What follows belongs to an exercise in optimizing a design on an open flow for small area and a short achievable clock period; a production flow would make more cautious choices. Function was not checked in any run shown here: the RTL went through the layout flow alone.

==> flow/design.v, too long to show whole: its modules and the start of the top module <==
// module CTE: 60 lines
// module CTE_eng: 679 lines
// module CTE_m0: 246 lines
module CTE ( clk, reset, op_mode, in_en, yuv_in, rgb_in, busy, out_valid, rgb_out, yuv_out);
  // ...
==> flow/run.sh <==
#!/bin/bash
# synth_recipe.tcl (not shown) runs the flow's synth.tcl, then flattens the netlist and writes it again
# the make line also repeats each setting of config.mk as NAME=value (left out here)
make -C /OpenROAD-flow-scripts/flow DESIGN_CONFIG=/design/flow/config.mk WORK_HOME=/design/flow/orfs CLKGATE_MAP_FILE= SYNTH_SCRIPT=/design/flow/synth_recipe.tcl finish
==> flow/config.mk <==
export PLATFORM = sky130hd
export DESIGN_NAME = CTE
export DESIGN_NICKNAME = CTE
export VERILOG_FILES = /design/flow/design.v
export SDC_FILE = /design/flow/constraint.sdc
export NUM_CORES = 4
export LEC_CHECK = 0
export CAP_MARGIN = 20
export CORE_MARGIN = 2
export CORE_UTILIZATION = 40
export SLEW_MARGIN = 20
==> flow/constraint.sdc <==
create_clock -name core_clock -period 25.0 [get_ports {clk}]
set_input_delay 5.0000 -clock core_clock [delete_from_list [all_inputs] [get_ports {clk}]]
set_output_delay 5.0000 -clock core_clock [all_outputs]
set_load 0.01 [all_outputs]
==> flow_metrics.env, run 1 <==
export IMPL_status="timing/DRC/antenna clean"
export IMPL_cpLargestDelayFamily="adder cells"
export IMPL_drt_iter0_drc=484
export IMPL_whs_endpoint="cnt[1]"
export IMPL_track_usage=0.208
export IMPL_critPathMaxStageDelay_ns=0.59
export IMPL_final_cell_mix="inv_1, fa_1, ha_1, nand2_1, a21oi_1"
export IMPL_largest_reg_flops=24
export IMPL_drcViolationCount=0
export IMPL_die_h_um=152
export IMPL_cp_max_fo=6
export IMPL_clkCellAreaFrac=0.0152
export IMPL_synth_seq_area_share=0.122
export IMPL_clk_pin_slew_ns=0.07
export IMPL_setup_slack_ns=11.84
export IMPL_initial_utilization=0.404
export IMPL_cts_root_buf="clkbuf_16"
export IMPL_io_pins=70
export IMPL_hold_path_depth=1
export IMPL_hold_violations=0
export IMPL_vias_per_cell=5.18
export IMPL_synth_edf_count=32
export IMPL_tightest_slew_ns=0.850
export IMPL_place_hpwl_um=19300
export IMPL_num_rows=54
==> module CTE, before the edit <==
module CTE ( clk, reset, op_mode, in_en, yuv_in, rgb_in, busy, out_valid, rgb_out, yuv_out);
input   clk ;
input   reset ;
input   op_mode;
input   in_en;
output  busy;
output  out_valid;
input   [7:0]   yuv_in;
output  [23:0]  rgb_out;
input   [23:0]  rgb_in;
output  [7:0]   yuv_out;
reg [1:0] cnt;
reg busy_r, valid_r;
reg [23:0] d;
reg [7:0] q;
assign busy = busy_r;
assign out_valid = valid_r;
assign yuv_out = q;
CTE_m0 M0 (.yy(q), .uu(d[23:16]), .vv(d[15:8]), .rgb(rgb_out));
wire [23:0] x = (cnt == 2'd0) ? rgb_in : d;
wire [7:0] e_q;
CTE_eng ENG (.xr(x[23:16]), .xg(x[15:8]), .xb(x[7:0]), .su(cnt == 2'd0), .sy(cnt[0]), .sv(cnt == 2'd2), .q(e_q));
always @(posedge clk or posedge reset) begin
    if (reset) begin
        cnt <= 2'd0;
        busy_r <= 1'b0;
        valid_r <= 1'b0;
    end else if (op_mode) begin
        if (in_en) begin
            cnt <= cnt + 2'd1;
            busy_r <= ~cnt[0];
            valid_r <= 1'b1;
        end
    end else begin
        if (busy_r && valid_r) begin
            busy_r <= 1'b0;
            valid_r <= 1'b0;
        end else if (busy_r && cnt == 2'd0) begin
            valid_r <= 1'b1;
        end else if (busy_r) begin
            busy_r <= 1'b0;
            valid_r <= 1'b1;
        end else if (in_en) begin
            cnt <= cnt + 2'd1;
            if (cnt[1]) busy_r <= 1'b1;
            if (cnt == 2'd3) valid_r <= 1'b0;
        end
    end
end
always @(posedge clk) begin
    if (op_mode) begin
        if (in_en && !cnt[0]) d <= rgb_in;
        if (in_en) q <= e_q;
    end else if (in_en && !busy_r) begin
        if (cnt == 2'd0) d[23:16] <= yuv_in;
        if (cnt == 2'd2) d[15:8] <= yuv_in;
        if (cnt[0]) q <= yuv_in;
    end
end
endmodule
==> run 2: changes to the inputs <==
--- a/flow/design.v
+++ b/flow/design.v
@@ -15,10 +15,10 @@
 reg [23:0] d;
-reg [7:0] q;
+reg [15:0] np;
 assign busy = busy_r;
 assign out_valid = valid_r;
-assign yuv_out = q;
-CTE_m0 M0 (.yy(q), .uu(d[23:16]), .vv(d[15:8]), .rgb(rgb_out));
+CTE_m0 M0 (.yy(np[7:0]), .uu(d[23:16]), .vv(d[15:8]), .rgb(rgb_out));
 wire [23:0] x = (cnt == 2'd0) ? rgb_in : d;
-wire [7:0] e_q;
-CTE_eng ENG (.xr(x[23:16]), .xg(x[15:8]), .xb(x[7:0]), .su(cnt == 2'd0), .sy(cnt[0]), .sv(cnt == 2'd2), .q(e_q));
+wire [15:0] na;
+CTE_engA ENGA (.xr(x[23:16]), .xg(x[15:8]), .xb(x[7:0]), .su(cnt == 2'd0), .sy(cnt[0]), .sv(cnt == 2'd2), .n(na));
+CTE_engB ENGB (.n(np), .q(yuv_out));
 always @(posedge clk or posedge reset) begin
@@ -53,3 +53,3 @@
         if (in_en && !cnt[0]) d <= rgb_in;
-        if (in_en) q <= e_q;
+        if (in_en) np <= na;
     end else if (in_en && !busy_r) begin
@@ -57,3 +57,3 @@
         if (cnt == 2'd2) d[15:8] <= yuv_in;
-        if (cnt[0]) q <= yuv_in;
+        if (cnt[0]) np[7:0] <= yuv_in;
     end
@@ -61,6 +61,6 @@
 endmodule
-module CTE_eng (xr, xg, xb, su, sy, sv, q);
+module CTE_engA (xr, xg, xb, su, sy, sv, n);
 input [7:0] xr, xg, xb;
 input su, sy, sv;
-output [7:0] q;
+output [15:0] n;
 wire ea_0 = ((su|sv) & xr[0]);
@@ -421,2 +421,23 @@
 wire ea_355 = ea_241 ^ ea_337;
+assign n = {ea_355, ea_354, ea_353, ea_352, ea_351, ea_350, ea_349, ea_348, ea_347, ea_346, ea_345, ea_344, ea_343, ea_342, ea_341, ea_211};
+endmodule
+module CTE_engB (n, q);
+input [15:0] n;
+output [7:0] q;
+wire ea_211 = n[0];
+wire ea_341 = n[1];
+wire ea_342 = n[2];
+wire ea_343 = n[3];
+wire ea_344 = n[4];
+wire ea_345 = n[5];
+wire ea_346 = n[6];
+wire ea_347 = n[7];
+wire ea_348 = n[8];
+wire ea_349 = n[9];
+wire ea_350 = n[10];
+wire ea_351 = n[11];
+wire ea_352 = n[12];
+wire ea_353 = n[13];
+wire ea_354 = n[14];
+wire ea_355 = n[15];
 wire eb_0 = 1'b1 ^ ea_211;
==> run 2 against run 1 <==
  * Critical path type is now flop to output port
  * Critical endpoint is now rgb_out[23]
  * Via count down 7.8%
  * Final area fell by 1.6%
  * Hold slack got worse by 0.024 ns
  * Still clean
  * Cell count down 2.8%
  * Sequential cell count grew 8
  * Sequential share of layout area up 2.7 points
  * Synthesized area down 1.3%
  * Fmax is 19% higher
  * Worst setup slack gained 2.1 ns
  * Register-to-register slack better by 2.6 ns
==> flow_metrics.env, run 2 <==
export IMPL_reg2reg_slack_ns=18.10
export IMPL_required_ns=20.00
export IMPL_vias_per_cell=4.91
export IMPL_worstReg2RegStart="cnt[0]"
export IMPL_setup_worst_path_start_class="flop"
export IMPL_yosys_most_used_dff="edfxtp_1"
export IMPL_cts_setup_buffers=0
export IMPL_synth_seq_cells=44
export IMPL_core_area_um2=21100
export IMPL_ys_async_sr_fraction=0.0909
export IMPL_die_x_um=151
export IMPL_place_ws_ns=14.25
export IMPL_reg_largest_list="d (24), np (16), cnt (2)"
export IMPL_maxCapViolCount=0
export IMPL_drtPass1Iterations=6
export IMPL_syn_instance_count=934
export IMPL_setup_viol=0
export IMPL_port_buffers=69
export IMPL_drcViolationCount=0
export IMPL_min_from="valid_r"
export IMPL_period_share=0.441
export IMPL_holdBufCountCts=0
export IMPL_crit_type="flop to output port"
export IMPL_syn_nets=1201
export IMPL_nNetsFinal=1226
export IMPL_largest_register="d"
export IMPL_wl_per_cell_um=16.0
export IMPL_hold_path_depth=2
export IMPL_stdcell_area_um2=9490
export IMPL_hp_class="flop to flop"
export IMPL_cts_sinks=44
export IMPL_cts_resized=0
export IMPL_grt_pass1_wl_um=33400
export IMPL_max_freq_mhz=90.6
export IMPL_antenna_left=0
export IMPL_critPathMaxStageDelay_ns=0.55
export IMPL_place_hpwl_um=17000
export IMPL_grt_remaining_overflow=0
export IMPL_synth_cell_types=53
export IMPL_post_synth_main_area_contributors="fa_1, edfxtp_1, ha_1"
export IMPL_io_pins=70
export IMPL_antenna_found_initial=0
export IMPL_drive_gt1_frac=0.0261
export IMPL_fin_worst_skew_ns=0.00757
export IMPL_num_rows=53
export IMPL_die_h_um=151
export IMPL_initial_utilization=0.409
export IMPL_clk_pin_slew_ns=0.06
export IMPL_final_cell_mix="inv_1, fa_1, ha_1, nand2_1, clkdlybuf4s50_1"
export IMPL_drt_iter0_drc=297
export IMPL_crit_top_cell="fa_1"
export IMPL_maxSlewHeadroom=0.410
export IMPL_final_cell_count_no_fill=1234
export IMPL_timing_rr_end="np[14]"
export IMPL_grt_pass1_vias=6481
export IMPL_cts_tree="done"
export IMPL_die_area_um2=22700
export IMPL_reg2regPathDepth=20
export IMPL_routed_wl_um=19800
export IMPL_yosysTopAreaCellShare=0.337
export IMPL_yosysTopAreaCell="fa_1"
export IMPL_cts_root_buf="clkbuf_16"
export IMPL_crit_chain="ha_1 -> inv_1 -> fa_1 -> inv_1 -> fa_1 -> fa_1 -> fa_1 -> fa_1 -> fa_1 -> fa_1 -> fa_1 -> fa_1 -> inv_1 -> ha_1 -> a21oi_1 -> clkdlybuf4s50_1"
export IMPL_syn_avg_cell_area_um2=9.22
export IMPL_largest_reg_flops=24
export IMPL_netlist_area_um2=8620
export IMPL_grt_setup_unrepaired="false"
export IMPL_holdWs_ns=0.589
export IMPL_synth_edf_count=40
export IMPL_tns_ns=0
export IMPL_cp_arrival_ns=6.04
export IMPL_insertion_delay_ns=0.30
export IMPL_cts_buffers=5
export IMPL_ys_top_cells_by_count="inv_1, fa_1, ha_1"
export IMPL_hold_violations=0
export IMPL_slew_viol_final=0
export IMPL_postLayoutCoreUtil=0.450
export IMPL_antenna_cells=0
export IMPL_whs_endpoint="valid_r"
export IMPL_place_area_um2=9360
export IMPL_critPathLaunch="np[0]"
export IMPL_period_minus_slack_ns=11.04
export IMPL_final_common_cell="inv_1"
export IMPL_cp_max_fo=8
export IMPL_place_inst=1227
export IMPL_status="timing/DRC/antenna clean"
export IMPL_area_delta_synth_final_pct=10.2
export IMPL_tightest_slew_ns=0.875
export IMPL_endpoint_kind="output port"
export IMPL_track_usage=0.191
export IMPL_vias=6062
export IMPL_setup_slack_ns=13.96
export IMPL_cp_slowest_cell="clkdlybuf4s50_1"
export IMPL_place_congestion=0.896
export IMPL_grt_max_degree=45
export IMPL_yosysWarnings=1
export IMPL_cts_max_level=2
export IMPL_post_synth_top_count_cell="inv_1"
export IMPL_synth_seq_area_share=0.151
export IMPL_cts_max_path_buffers=2
run 2: final cells by class:
type / count / area [µm²]
fillers: 2081 / 11600
multi-input cells: 598 / 6100
flip-flops and latches: 44 / 1300
inverters: 236 / 886
repair buffers: 74 / 726
well taps: 275 / 344
clock buffers: 5 / 125
clock inverters: 2 / 12.5
run 2: critical path: cells and delay by family, from the launching register on:
| family | cells | cell delay (ns) |
|---|---|---|
| AOI/OAI and AO/OA | 1 | 0.18 |
| adders and majority gates | 11 | 4.32 |
| buffers and inverters | 4 | 0.71 |
| DFF | 1 | 0.53 |
run 2: routing by layer:
layer | track usage | wire (µm)
met5 | 0 | 0
met2 | 0.322 | 9440
met3 | 0.0185 | 845
met1 | 0.268 | 9170
met4 | 0.0388 | 308
run 2: worst max path at each step:
stage	endpoint	depth (start not counted)	slack (ns)
after floorplan	rgb_out[16]	17	14.86
after global placement	rgb_out[23]	16	14.24
after detailed placement	rgb_out[23]	16	14.25
after CTS	rgb_out[23]	16	13.93
after global routing	rgb_out[23]	16	13.68
final	rgb_out[23]	16	13.96
run 2: kinds of logic (layout without fill, tap and decap cells):
logic type | after synthesis | count (layout) | synth area share
buffers and inverters | 292 | 317 | 0.141
adder cells (fa/ha/maj) | 232 | 232 | 0.463
AO/OA/AOI/OAI | 164 | 164 | 0.119
AND/OR/NAND/NOR | 161 | 161 | 0.0834
flip-flops | 44 | 44 | 0.151
XOR/XNOR | 33 | 33 | 0.0335
multiplexers | 8 | 8 | 0.00958

-- separate check: timing with driven ports --
How much do the figures lean on ideal ports? The routed layouts below were timed once more, with nothing changed but the port constraints. Step 1 assumes that a clkbuf_16 drives the clock port and a buf_2 every other input. Step 2 moves the port delays by t, midway between the first and last clock arrival at a register: inputs arrive t later, outputs are due t later. That takes back most of the time a late clock gives input paths. Three values: no drivers, after step 1, after step 2; two values: the first two.
| run | shift t [ns] | setup WS [ns] | latest minus earliest clock arrival (ns) | worst slew at a driven data input, ns |
|---|---|---|---|---|
| run 1 | 0.338 | 11.841 / 11.847 / 11.509 | 0.014 / 0.014 | 0.05 |
| run 2 | 0.329 | 13.965 / 13.927 / 14.256 | 0.007 / 0.008 | 0.04 |
After both steps setup and hold are still met in every run listed. The setup slack of run 1, which loses most, moves by +0.006 ns with the drivers and by -0.332 ns with both steps.
